Context: an optimization exercise on an open-source flow, tuned for small area. The choices shown serve that exercise and are no tape-out recipe.
In this exercise RTL edits were held to simulation tests only and were not proved equivalent to the original.
Power figures rest on the tool's default switching activity, not on a simulated workload.

==> flow/design.v <==
`timescale 1ns / 1ps
module vga_top(ClkPort, BtnR, BtnC, BtnU, BtnD,
	vga_h_sync, vga_v_sync, vga_r, vga_g, vga_b,
	An0, An1, An2, An3,
	Ca, Cb, Cc, Cd, Ce, Cf, Cg, Dp);
	input 	ClkPort;
	input 	BtnR, BtnC, BtnU, BtnD;
	output 	vga_h_sync, vga_v_sync;
	output [2:0] vga_r;
	output [2:0] vga_g;
	output [1:0] vga_b;
	output 	An0, An1, An2, An3;
	output	Ca, Cb, Cc, Cd, Ce, Cf, Cg, Dp;
	wire clk = ClkPort;
	wire rst = BtnR;
	function [9:0] coin_y;
		input [2:0] j;
		input [3:0] l;
		begin
			case ({j, l})
				{3'd0, 4'd0}: coin_y = 60;  {3'd0, 4'd1}: coin_y = 61;
				{3'd0, 4'd2}: coin_y = 63;  {3'd0, 4'd3}: coin_y = 67;
				{3'd0, 4'd4}: coin_y = 75;  {3'd0, 4'd5}: coin_y = 90;
				{3'd0, 4'd6}: coin_y = 120; {3'd0, 4'd7}: coin_y = 180;
				{3'd0, 4'd8}: coin_y = 300; {3'd0, 4'd9}: coin_y = 284;
				{3'd0, 4'd10}: coin_y = 252; {3'd0, 4'd11}: coin_y = 188;
				{3'd1, 4'd0}: coin_y = 110; {3'd1, 4'd1}: coin_y = 111;
				{3'd1, 4'd2}: coin_y = 113; {3'd1, 4'd3}: coin_y = 117;
				{3'd1, 4'd4}: coin_y = 125; {3'd1, 4'd5}: coin_y = 140;
				{3'd1, 4'd6}: coin_y = 170; {3'd1, 4'd7}: coin_y = 230;
				{3'd1, 4'd8}: coin_y = 170; {3'd1, 4'd9}: coin_y = 154;
				{3'd1, 4'd10}: coin_y = 122; {3'd1, 4'd11}: coin_y = 238;
				{3'd2, 4'd0}: coin_y = 160; {3'd2, 4'd1}: coin_y = 161;
				{3'd2, 4'd2}: coin_y = 163; {3'd2, 4'd3}: coin_y = 167;
				{3'd2, 4'd4}: coin_y = 175; {3'd2, 4'd5}: coin_y = 190;
				{3'd2, 4'd6}: coin_y = 220; {3'd2, 4'd7}: coin_y = 280;
				{3'd2, 4'd8}: coin_y = 220; {3'd2, 4'd9}: coin_y = 204;
				{3'd2, 4'd10}: coin_y = 172; {3'd2, 4'd11}: coin_y = 288;
				{3'd3, 4'd0}: coin_y = 120; {3'd3, 4'd1}: coin_y = 121;
				{3'd3, 4'd2}: coin_y = 123; {3'd3, 4'd3}: coin_y = 127;
				{3'd3, 4'd4}: coin_y = 135; {3'd3, 4'd5}: coin_y = 150;
				{3'd3, 4'd6}: coin_y = 180; {3'd3, 4'd7}: coin_y = 240;
				{3'd3, 4'd8}: coin_y = 160; {3'd3, 4'd9}: coin_y = 144;
				{3'd3, 4'd10}: coin_y = 312; {3'd3, 4'd11}: coin_y = 248;
				{3'd4, 4'd0}: coin_y = 90;  {3'd4, 4'd1}: coin_y = 91;
				{3'd4, 4'd2}: coin_y = 93;  {3'd4, 4'd3}: coin_y = 97;
				{3'd4, 4'd4}: coin_y = 105; {3'd4, 4'd5}: coin_y = 120;
				{3'd4, 4'd6}: coin_y = 150; {3'd4, 4'd7}: coin_y = 210;
				{3'd4, 4'd8}: coin_y = 330; {3'd4, 4'd9}: coin_y = 314;
				{3'd4, 4'd10}: coin_y = 282; {3'd4, 4'd11}: coin_y = 218;
				default: coin_y = 0;
			endcase
		end
	endfunction
	reg [11:0] div;
	always @(posedge clk, posedge rst)
		if (rst) div <= 0;
		else div <= div + 1'b1;
	wire tick_x     = (div[8:0] == 9'h0ff);
	wire tick_fly   = (div[9:0] == 10'h1ff);
	wire tick_flash = (div[11:0] == 12'h7ff);
	reg [2:0] cx1;      
	reg [7:0] cx0;
	reg [9:0] cy;
	reg hs, vs, de;
	wire eol = (cx1 == 3'd5) && (cx0 == 8'd90);    
	always @(posedge clk, posedge rst)
		if (rst) begin
			cx1 <= 0; cx0 <= 0; cy <= 0; hs <= 0; vs <= 0; de <= 0;
		end else begin
			if (eol) begin
				cx1 <= 0; cx0 <= 0;
			end else if (cx0 == 8'd141) begin
				cx1 <= cx1 + 1'b1; cx0 <= 0;
			end else
				cx0 <= cx0 + 1'b1;
			if (cy == 10'd521) cy <= 0;
			else if (eol) cy <= cy + 1'b1;
			hs <= (cx1 == 3'd4 && cx0 >= 8'd88) || (cx1 == 3'd5 && cx0 <= 8'd41);
			vs <= (cy == 490) || (cy == 491);
			de <= (cx1 < 3'd4 || (cx1 == 3'd4 && cx0 < 8'd72)) && (cy < 480);
		end
	assign vga_h_sync = ~hs;
	assign vga_v_sync = ~vs;
	reg [1:0] xs;       
	reg [2:0] w1;       
	reg [7:0] w0;
	reg shc;            
	reg [1:0] os;       
	reg [31:0] lc;      
	reg [1:0] fs;       
	reg [7:0] a;        
	reg [4:0] show;
	reg flash;
	reg gz;
	reg [3:0] d0, d1, d2;
	reg th;
	reg [3:0] sc0, sc1, sc2, sc3, sc4;
	reg [3:0] lf;
	reg pend;
	wire q_Lose = (os == 2'd2);
	wire q_Initial = (os == 2'd0);
	wire lo2 = (w1 <= 3'd1);
	wire [7:0] thr = lo2 ? 8'd136 : 8'd128;
	wire h = (w0 >= thr);
	wire [2:0] icx = 3'd7 - w1 - h;           
	wire [2:0] ic = (icx >= 3'd5) ? icx - 3'd5 : icx;
	wire adv = (w0 == thr);                   
	wire at230 = (w0 == thr + 8'd1);
	always @(posedge clk, posedge rst)
		if (rst) begin
			xs <= 0; w1 <= 3'd0; w0 <= 8'd69; shc <= 0;
		end else if (tick_x) case (xs)
			2'd0: begin
				w1 <= 3'd0; w0 <= 8'd69;
				if (BtnC) xs <= 2'd1;
			end
			2'd1: begin
				if (q_Lose) xs <= 2'd2;
				if (w1 == 3'd0 && w0 == 8'd8) begin
					w1 <= 3'd4; w0 <= 8'd141;
				end else if (w0 == 8'd0) begin
					w1 <= w1 - 1'b1; w0 <= 8'd141;
				end else
					w0 <= w0 - 1'b1;
				shc <= at230;
			end
			default: if (BtnD) xs <= 2'd0;
		endcase
	wire restart = tick_x && (xs == 2'd0) && (ic != 3'd2);
	wire step = tick_x && (xs == 2'd1) && adv;
	wire chg = restart || step;
	wire [2:0] icw = restart ? 3'd4 : (ic >= 3'd2) ? ic - 3'd2 : ic + 3'd3;
	wire rise = restart ? 1'b0 : ((ic == 3'd0) || (ic == 3'd2));
	always @(posedge clk, posedge rst)
		if (rst) begin
			sc0 <= 0; sc1 <= 0; sc2 <= 0; sc3 <= 0; sc4 <= 0; lf <= 0; pend <= 0;
		end else begin
			pend <= chg & rise;
			if (pend) lf <= (lf == 4'd11) ? 4'd0 : lf + 1'b1;
			if (chg) case (icw)
				3'd0: sc0 <= lf;
				3'd1: sc1 <= lf;
				3'd2: sc2 <= lf;
				3'd3: sc3 <= lf;
				default: sc4 <= lf;
			endcase
		end
	always @(posedge clk, posedge rst)
		if (rst) begin
			fs <= 0; a <= 8'd55;
		end else if (tick_fly) case (fs)
			2'd0: begin
				a <= 8'd55;
				if (BtnC) fs <= 2'd1;
			end
			2'd1: begin
				if (q_Lose) fs <= 2'd2;
				else if (BtnU && a > 8'd1) a <= a - 1'b1;
				else if (BtnD && a < 8'd155) a <= a + 1'b1;
			end
			default: if (BtnC) fs <= 2'd0;
		endcase
	function ycond;
		input [2:0] j;
		input [7:0] a;
		case (j)
			3'd0: ycond = (a >= 83 || a <= 12);
			3'd1: ycond = (a >= 76 || a <= 25);
			3'd2: ycond = (a >= 88 || a <= 37);
			3'd3: ycond = (a >= 83 || a <= 27);
			default: ycond = (a >= 93 || a <= 20);
		endcase
	endfunction
	wire hup = lo2 ? (w0 >= 8'd97) : (w0 >= 8'd89);
	wire hlo = (w1 <= 3'd2) ? (w0 <= 8'd33) : (w0 <= 8'd25);
	wire [2:0] jup = (w1 == 3'd0) ? 3'd1 : (w1 == 3'd1) ? 3'd0 : 3'd6 - w1;
	wire [2:0] jlo = (w1 <= 3'd2) ? 3'd2 - w1 : 3'd7 - w1;
	wire hit = (hup && ycond(jup, a)) || (hlo && ycond(jlo, a));
	wire lose_exit = BtnC && !lc[31] && lc[30:0] >= 1600;
	always @(posedge clk, posedge rst)
		if (rst) begin
			os <= 0; lc <= 0;
		end else begin
			lc <= (q_Lose && !lose_exit) ? lc + 1'b1 : 32'd0;
			case (os)
				2'd0: if (BtnC) os <= 2'd1;
				2'd1: if (hit) os <= 2'd2;
				default: if (lose_exit) os <= 2'd0;
			endcase
		end
	wire cnear = lo2 ? (w0 >= 8'd138) : (w0 >= 8'd130);
	wire cfar = (w1 <= 3'd2) ? (w0 <= 8'd33) : (w0 <= 8'd25);
	reg [6:0] yc;
	wire [7:0] cdiff = a - {1'b0, yc} + 8'd4;
	wire ccond = (cnear || cfar) && (cdiff <= 8'd9);
	always @(posedge clk, posedge rst)
		if (rst) begin
			gz <= 0; d0 <= 0; d1 <= 0; d2 <= 0; th <= 0;
		end else begin
			gz <= ccond;
			if (ccond && !gz) begin
				if (th && d2 == 0 && d1 == 2 && d0 == 3) begin
					th <= 0; d1 <= 0; d0 <= 0;
				end else if (d0 != 9) d0 <= d0 + 1'b1;
				else begin
					d0 <= 0;
					if (d1 != 9) d1 <= d1 + 1'b1;
					else begin
						d1 <= 0;
						if (d2 != 9) d2 <= d2 + 1'b1;
						else begin
							d2 <= 0; th <= 1;
						end
					end
				end
			end
		end
	always @(posedge clk, posedge rst)
		if (rst) show <= 0;
		else if (tick_x) begin
			if (shc) show <= {show[0], show[4], 1'b1, show[2], show[1]};
			else begin
				show <= q_Initial ? 5'b0 : show;
				if (gz) show[0] <= 1'b0;
			end
		end
	always @(posedge clk, posedge rst)
		if (rst) flash <= 0;
		else if (tick_flash) flash <= q_Lose ? ~flash : 1'b0;
	wire [8:0] dx = {1'b0, w0} - {1'b0, cx0};
	wire bx = dx[8];
	wire [7:0] rx = bx ? dx[7:0] + 8'd142 : dx[7:0];
	wire [3:0] cxb = {1'b0, cx1} + bx;
	wire mpos = ({1'b0, w1} > cxb);
	wire pipe_x = mpos ? (rx <= 8'd61) : (rx >= 8'd8) && (rx <= 8'd69);
	wire coin_x = mpos ? (rx >= 8'd41) && (rx <= 8'd61) : (rx >= 8'd49) && (rx <= 8'd69);
	wire [3:0] jt = {1'b0, cx1} + bx + 4'd5 - w1;
	wire [2:0] pj = (jt >= 4'd5) ? jt - 4'd5 : jt;
	wire [3:0] kt = {1'b0, cx1} + bx + h + 4'd3;
	wire [2:0] kk = (kt >= 4'd10) ? kt - 4'd10 : (kt >= 4'd5) ? kt - 4'd5 : kt;
	reg pyc;
	always @(*)
		case (pj)
			3'd0: pyc = (cy <= 50 || cy >= 350);
			3'd1: pyc = (cy <= 100 || cy >= 320);
			3'd2: pyc = (cy <= 150 || cy >= 370);
			3'd3: pyc = (cy <= 110 || cy >= 350);
			default: pyc = (cy <= 80 || cy >= 390);
		endcase
	wire Pipe = pipe_x && pyc;
	wire [2:0] tj = coin_x ? pj : ic;
	reg [3:0] kl;
	always @(*)
		if (coin_x && kk == 3'd2) kl = lf;
		else case (tj)
			3'd0: kl = sc0;
			3'd1: kl = sc1;
			3'd2: kl = sc2;
			3'd3: kl = sc3;
			default: kl = sc4;
		endcase
	wire [9:0] kyc = coin_y(tj, kl);
	wire [10:0] kdiff = {1'b0, cy} - {1'b0, kyc};
	always @(posedge clk, posedge rst)
		if (rst) yc <= 7'd40;
		else if (!coin_x) yc <= kyc[8:2];
	wire Coin = coin_x && show[kk] && (kdiff <= 11'd20);
	wire [7:0] bdy = cy[9:2] - a;
	wire Bird = (cx1 == 3'd1) && (cx0 >= 8'd88) && (cx0 <= 8'd107) && (bdy <= 8'd4);
	reg rr, gg, bb;
	always @(posedge clk, posedge rst)
		if (rst) begin
			rr <= 0; gg <= 0; bb <= 0;
		end else begin
			rr <= Bird & de;
			gg <= Pipe & de;
			bb <= (flash | Coin) & de;
		end
	assign vga_r = {rr, rr, rr};
	assign vga_g = {gg, gg, gg};
	assign vga_b = {bb, bb};
	wire [1:0] scan = div[8:7];
	assign An0 = !(scan == 2'd0);
	assign An1 = !(scan == 2'd1);
	assign An2 = !(scan == 2'd2);
	assign An3 = !(scan == 2'd3);
	reg [3:0] digit;
	always @(*)
		case (scan)
			2'd0: digit = d0;
			2'd1: digit = d1;
			2'd2: digit = d2;
			default: digit = 4'd0;
		endcase
	reg [6:0] seg;
	always @(*)
		case (digit)
			4'd0: seg = 7'b0000001;
			4'd1: seg = 7'b1001111;
			4'd2: seg = 7'b0010010;
			4'd3: seg = 7'b0000110;
			4'd4: seg = 7'b1001100;
			4'd5: seg = 7'b0100100;
			4'd6: seg = 7'b0100000;
			4'd7: seg = 7'b0001111;
			4'd8: seg = 7'b0000000;
			default: seg = 7'b0000100;
		endcase
	assign {Ca, Cb, Cc, Cd, Ce, Cf, Cg, Dp} = {seg, 1'b1};
endmodule
==> flow/run.sh <==
#!/bin/bash
# synth_recipe.tcl (not shown) runs the flow's synth.tcl, then flattens the netlist and writes it again
# the make line also repeats each setting of config.mk as NAME=value (left out here)
make -C /OpenROAD-flow-scripts/flow DESIGN_CONFIG=/design/flow/config.mk WORK_HOME=/design/flow/orfs CLKGATE_MAP_FILE= SYNTH_SCRIPT=/design/flow/synth_recipe.tcl finish
==> flow/config.mk <==
export PLATFORM = sky130hd
export DESIGN_NAME = vga_top
export DESIGN_NICKNAME = vga_top
export VERILOG_FILES = /design/flow/design.v
export SDC_FILE = /design/flow/constraint.sdc
export NUM_CORES = 4
export LEC_CHECK = 0
export ABC_AREA = 1
export CAP_MARGIN = 20
export CORE_MARGIN = 2
export CORE_UTILIZATION = 40
export PLACE_DENSITY = 0.6
export SLEW_MARGIN = 20
==> flow/constraint.sdc <==
create_clock -name core_clock -period 20.0 [get_ports {ClkPort}]
set_input_delay 4.0000 -clock core_clock [delete_from_list [all_inputs] [get_ports {ClkPort}]]
set_output_delay 4.0000 -clock core_clock [all_outputs]
set_load 0.01 [all_outputs]
==> impl_metrics.yaml <==
clocking:
  ctsResizeCount: 0
  post-cts-setup-buffer-count: 0
  path_clk_slew_ns: 0.07
  cts-root-buf: "clkbuf_16"
  htreeDepth: 4
  cts.sinks: 149
  numCtsBuffers: 17
  clockBufferDepth: 2
  insertion_delay_ns: 0.44
  hold_buffers: 0
  tritoncts: "yes"
sta:
  rsz0062_at_grt: "no"
  slew_headroom_pct: 39.74
  hold_viol_final: 0
  finClkSkew_ns: 0.01124
  worst_pin_slew_ns: 0.9037
  setup_tns_ns: 0
  max_freq_mhz: 112.5
  finalSetupViolations: 0
  slew_violations: 0
  period_share_pct: 44.44
  final.min_clock_period_ns: 8.888
routing:
  wirelength_mm: 29.24
  ant_nets: 0
  vias_per_cell: 5.154
  route.detailed.drc: 0
  vias: 10620
  routedWlPerCell_um: 14.19
  drtIter0Drc: 766
  drtPass1Iterations: 5
setup_path:
  crit_slowest_cell: "o21ai_2"
  crit_type: "reg2reg"
  cp_common_cell: "inv_1"
  cp_max_fo: 22
  crit_required_ns: 20.36
  r2r_slack_ns: 11.11
  rr_startpoint: "w0[0]"
  crit_path_start_kind: "register"
  max_stage_delay_ns: 0.79
  r2r_cells: 48
  endpoint_kind: "register"
  critPathArrivalTime_ns: 9.24
  crit_start: "w0[0]"
  r2r_end: "bb"
  endpoint: "bb"
yosys:
  synth_flop_cell: "dfrtp_1"
  synth-seq-cells: 149
  synth_area_per_cell_um2: 7.146
  ys_seq_area_share_pct: 31.83
  syn_nets: 1759
  synth_cells: 1645
  synth_cell_types: 59
  synth_edf_count: 0
  yosysWarnings: 1
  synthArstFlopShare_pct: 100.0
  syn_area_um2: 11760
global_route:
  antenna_found_initial: 0
  grt_max_degree: 93
  grt_pass1_wl_mm: 49.32
  grt_use_total_pct: 19.63
  grt_pass1_vias: 9995
  overflow: 0
die:
  dieArea_um2: 30780
  initial_utilization_pct: 40.73
  fp.dieW_um: 175.4
  die_y_um: 175.4
  row_count: 62
  core_um2: 28860
  pin_count: 27
pwr:
  power_density_nw_per_um2: 53.65
  irDropWorstVdd_mv: 0.05570
  total_power_mw: 0.6943
  p_leak_nw: 6.249
placement:
  portBuffers: 25
  gp_routability_congestion: 0.8837
  place_hpwl_mm: 22.12
run_status:
  status: "complete, no violations"
final_layout:
  n_antenna_cell: 0
  drive_gt1_share_pct: 5.847
  synthToLayoutAreaGrowth_pct: 10.09
  nets: 1777
job:
  maxCapViolCount: 0
hold_path:
  min-delay-path-class: "reg2reg"
flip-flops by register name, summed over array words and instances (netlist names), 2 cells and up:
name	count
d0	4
sc3	4
cx1	3
sc2	4
show	5
div	12
sc0	4
os	2
w0	8
lc	32
xs	2
cy	10
cx0	8
d2	4
w1	3
lf	4
yc	7
d1	4
a	8
sc1	4
sc4	4
fs	2
how the worst min path moves through the flow:
stage | start | endpoint | cells after the start
after floorplan | div[0] | div[0] | 1
after global placement | div[0] | div[0] | 1
after detailed placement | div[0] | div[0] | 1
after CTS | div[0] | div[0] | 1
after global routing | div[0] | div[0] | 1
final | div[0] | div[0] | 1
critical path, delay by kind of cell, from the launching register on:
family                     cells  cell delay, ns
AOI/OAI and AO/OA             12            2.78
DFF                            1            0.38
adders and majority gates      8            2.37
xor gates and xnor gates       2            0.35
and+or+nand+nor               19            2.19
buffers and inverters          7            0.72
final cells by class:
| cell class | count | area, um^2 |
|---|---|---|
| clock buffer | 17 | 425.4 |
| clock inverter | 15 | 188.9 |
| fill | 2932 | 15920 |
| inverter | 282 | 1064 |
| multi-input combinational | 1186 | 6777 |
| sequential | 149 | 3741 |
| tap | 384 | 480.5 |
| timing repair buffer | 27 | 265.3 |
where the power goes:
group / internal, mW / switching [mW]
Combinational: 0.0115 / 0.0317
Clock: 0.190 / 0.153
Sequential: 0.305 / 0.00325
cell families (layout without fill, tap and decap cells):
family	count (synthesis)	count (layout)	synth area share [%]
flip-flops	149	149	31.83
XOR/XNOR	43	43	3.204
adder cells (fa/ha/maj)	109	109	11.79
AO/OA/AOI/OAI	311	311	15.52
other	1	1	0.03190
buffers and inverters	310	341	10.53
AND/OR/NAND/NOR	722	722	27.10
per-layer routing:
layer / up-vias / track usage [%] / part of all wire [%] / wire length [um]
met3: 31 / 3.398 / 4.3 / 1259
met4: 0 / 4.580 / 1.2 / 343
met5: - / 0 / 0 / 0
met1: 4909 / 28.10 / 51 / 14780
met2: 222 / 30.92 / 44 / 12860
li1: 5456 / - / - / -
per-stage QoR:
step           util [%]  instances  area (um^2)  setup WS [ns]  hold slack, ns
5_1_grt           44.84       2060        12940          10.23          0.4737
2_1_floorplan         -       1645        11760          12.01          0.4214
3_5_place_dp      42.72       2028        12330          11.18          0.4511
3_3_place_gp      42.72       2028        12330          11.49          0.4476
4_1_cts           44.84       2060        12940          11.12          0.4606
6_report          44.84       2060        12940          11.11          0.4523
cells in the mapped netlist (all sizes together) (2+ instances only):
cell type  instances  area [um^2]
a21o               3        22.52
o21ai            128        651.9
o22ai              9        56.30
o21bai             3        33.78
o41ai              3        26.28
a31oi             11        68.82
o21a               7        52.55
nand4             24        150.1
and3               2        12.51
a22oi              4        30.03
nor3              54        270.3
nand2            329         1285
nor3b              7        52.55
o311ai             2        17.52
o211ai             8        60.06
a211oi            15        112.6
xnor2             13        113.9
nor2             182        723.2
inv              281         1055
o31ai              4        30.03
a41oi              3        26.28
dfrtp            139         3478
a21oi             93        476.7
nand3             94        498.0
fa                 3        60.06
a31o               2        17.52
a2111oi            2        17.52
nor4              15        93.84
a32oi              2        17.52
buf               16        133.9
o2111ai            2        17.52
xor2              30        262.8
dfstp             10        262.8
nand3b             5        37.54
a21boi             2        15.01
ha               106         1326
o221ai             3        26.28
or2                9        56.30
clkbuf            12        45.04
cells in the final DEF (no fill, tap or decap), types with 4 or more instances in the layout:
master | Yosys | layout
nand2_1 | 313 | 313
inv_1 | 276 | 275
nor2_1 | 174 | 174
dfrtp_1 | 139 | 139
o21ai_0 | 115 | 115
ha_1 | 106 | 106
a21oi_1 | 90 | 90
nand3_1 | 90 | 90
nor3_1 | 54 | 54
xor2_1 | 30 | 30
clkdlybuf4s50_1 | 0 | 25
nand4_1 | 24 | 24
clkbuf_16 | 0 | 17
a211oi_1 | 15 | 15
nor4_1 | 15 | 15
nand2_2 | 14 | 14
xnor2_1 | 13 | 13
a31oi_1 | 11 | 11
o21ai_1 | 10 | 10
dfstp_2 | 10 | 10
or2_2 | 9 | 9
o22ai_1 | 9 | 9
o211ai_1 | 8 | 8
nor3b_1 | 7 | 7
o21a_1 | 7 | 7
nand3b_1 | 5 | 5
inv_2 | 5 | 5
inv_6 | 0 | 5
o31ai_1 | 4 | 4
nor2_2 | 4 | 4
nor2_4 | 4 | 4
a22oi_1 | 4 | 4
inv_8 | 0 | 4

==> re-timing with driven ports <==
Ports are ideal in the flow. The routed layout listed here was re-timed in OpenROAD. Step 1: set_driving_cell puts a clkbuf_16 on ClkPort and a buf_2 on each other input, an assumption about the parent block. Step 2, shift: input delay + t, output delay - t, t = (earliest + latest rising clock arrival at the registers) / 2. This alone moves slack from input paths to output paths. Slacks: ideal / step 1 / step 2; pairs: ideal / step 1.
shift t [ns]: 0.488
setup slack, ns: 11.112 / 11.112 / 11.112
slew at the worst register clock pin (ns): 0.07 / 0.07
After both steps this run still meets setup and hold. The setup slack of this run moves by 0.000 ns with the drivers and by 0.000 ns with both steps.
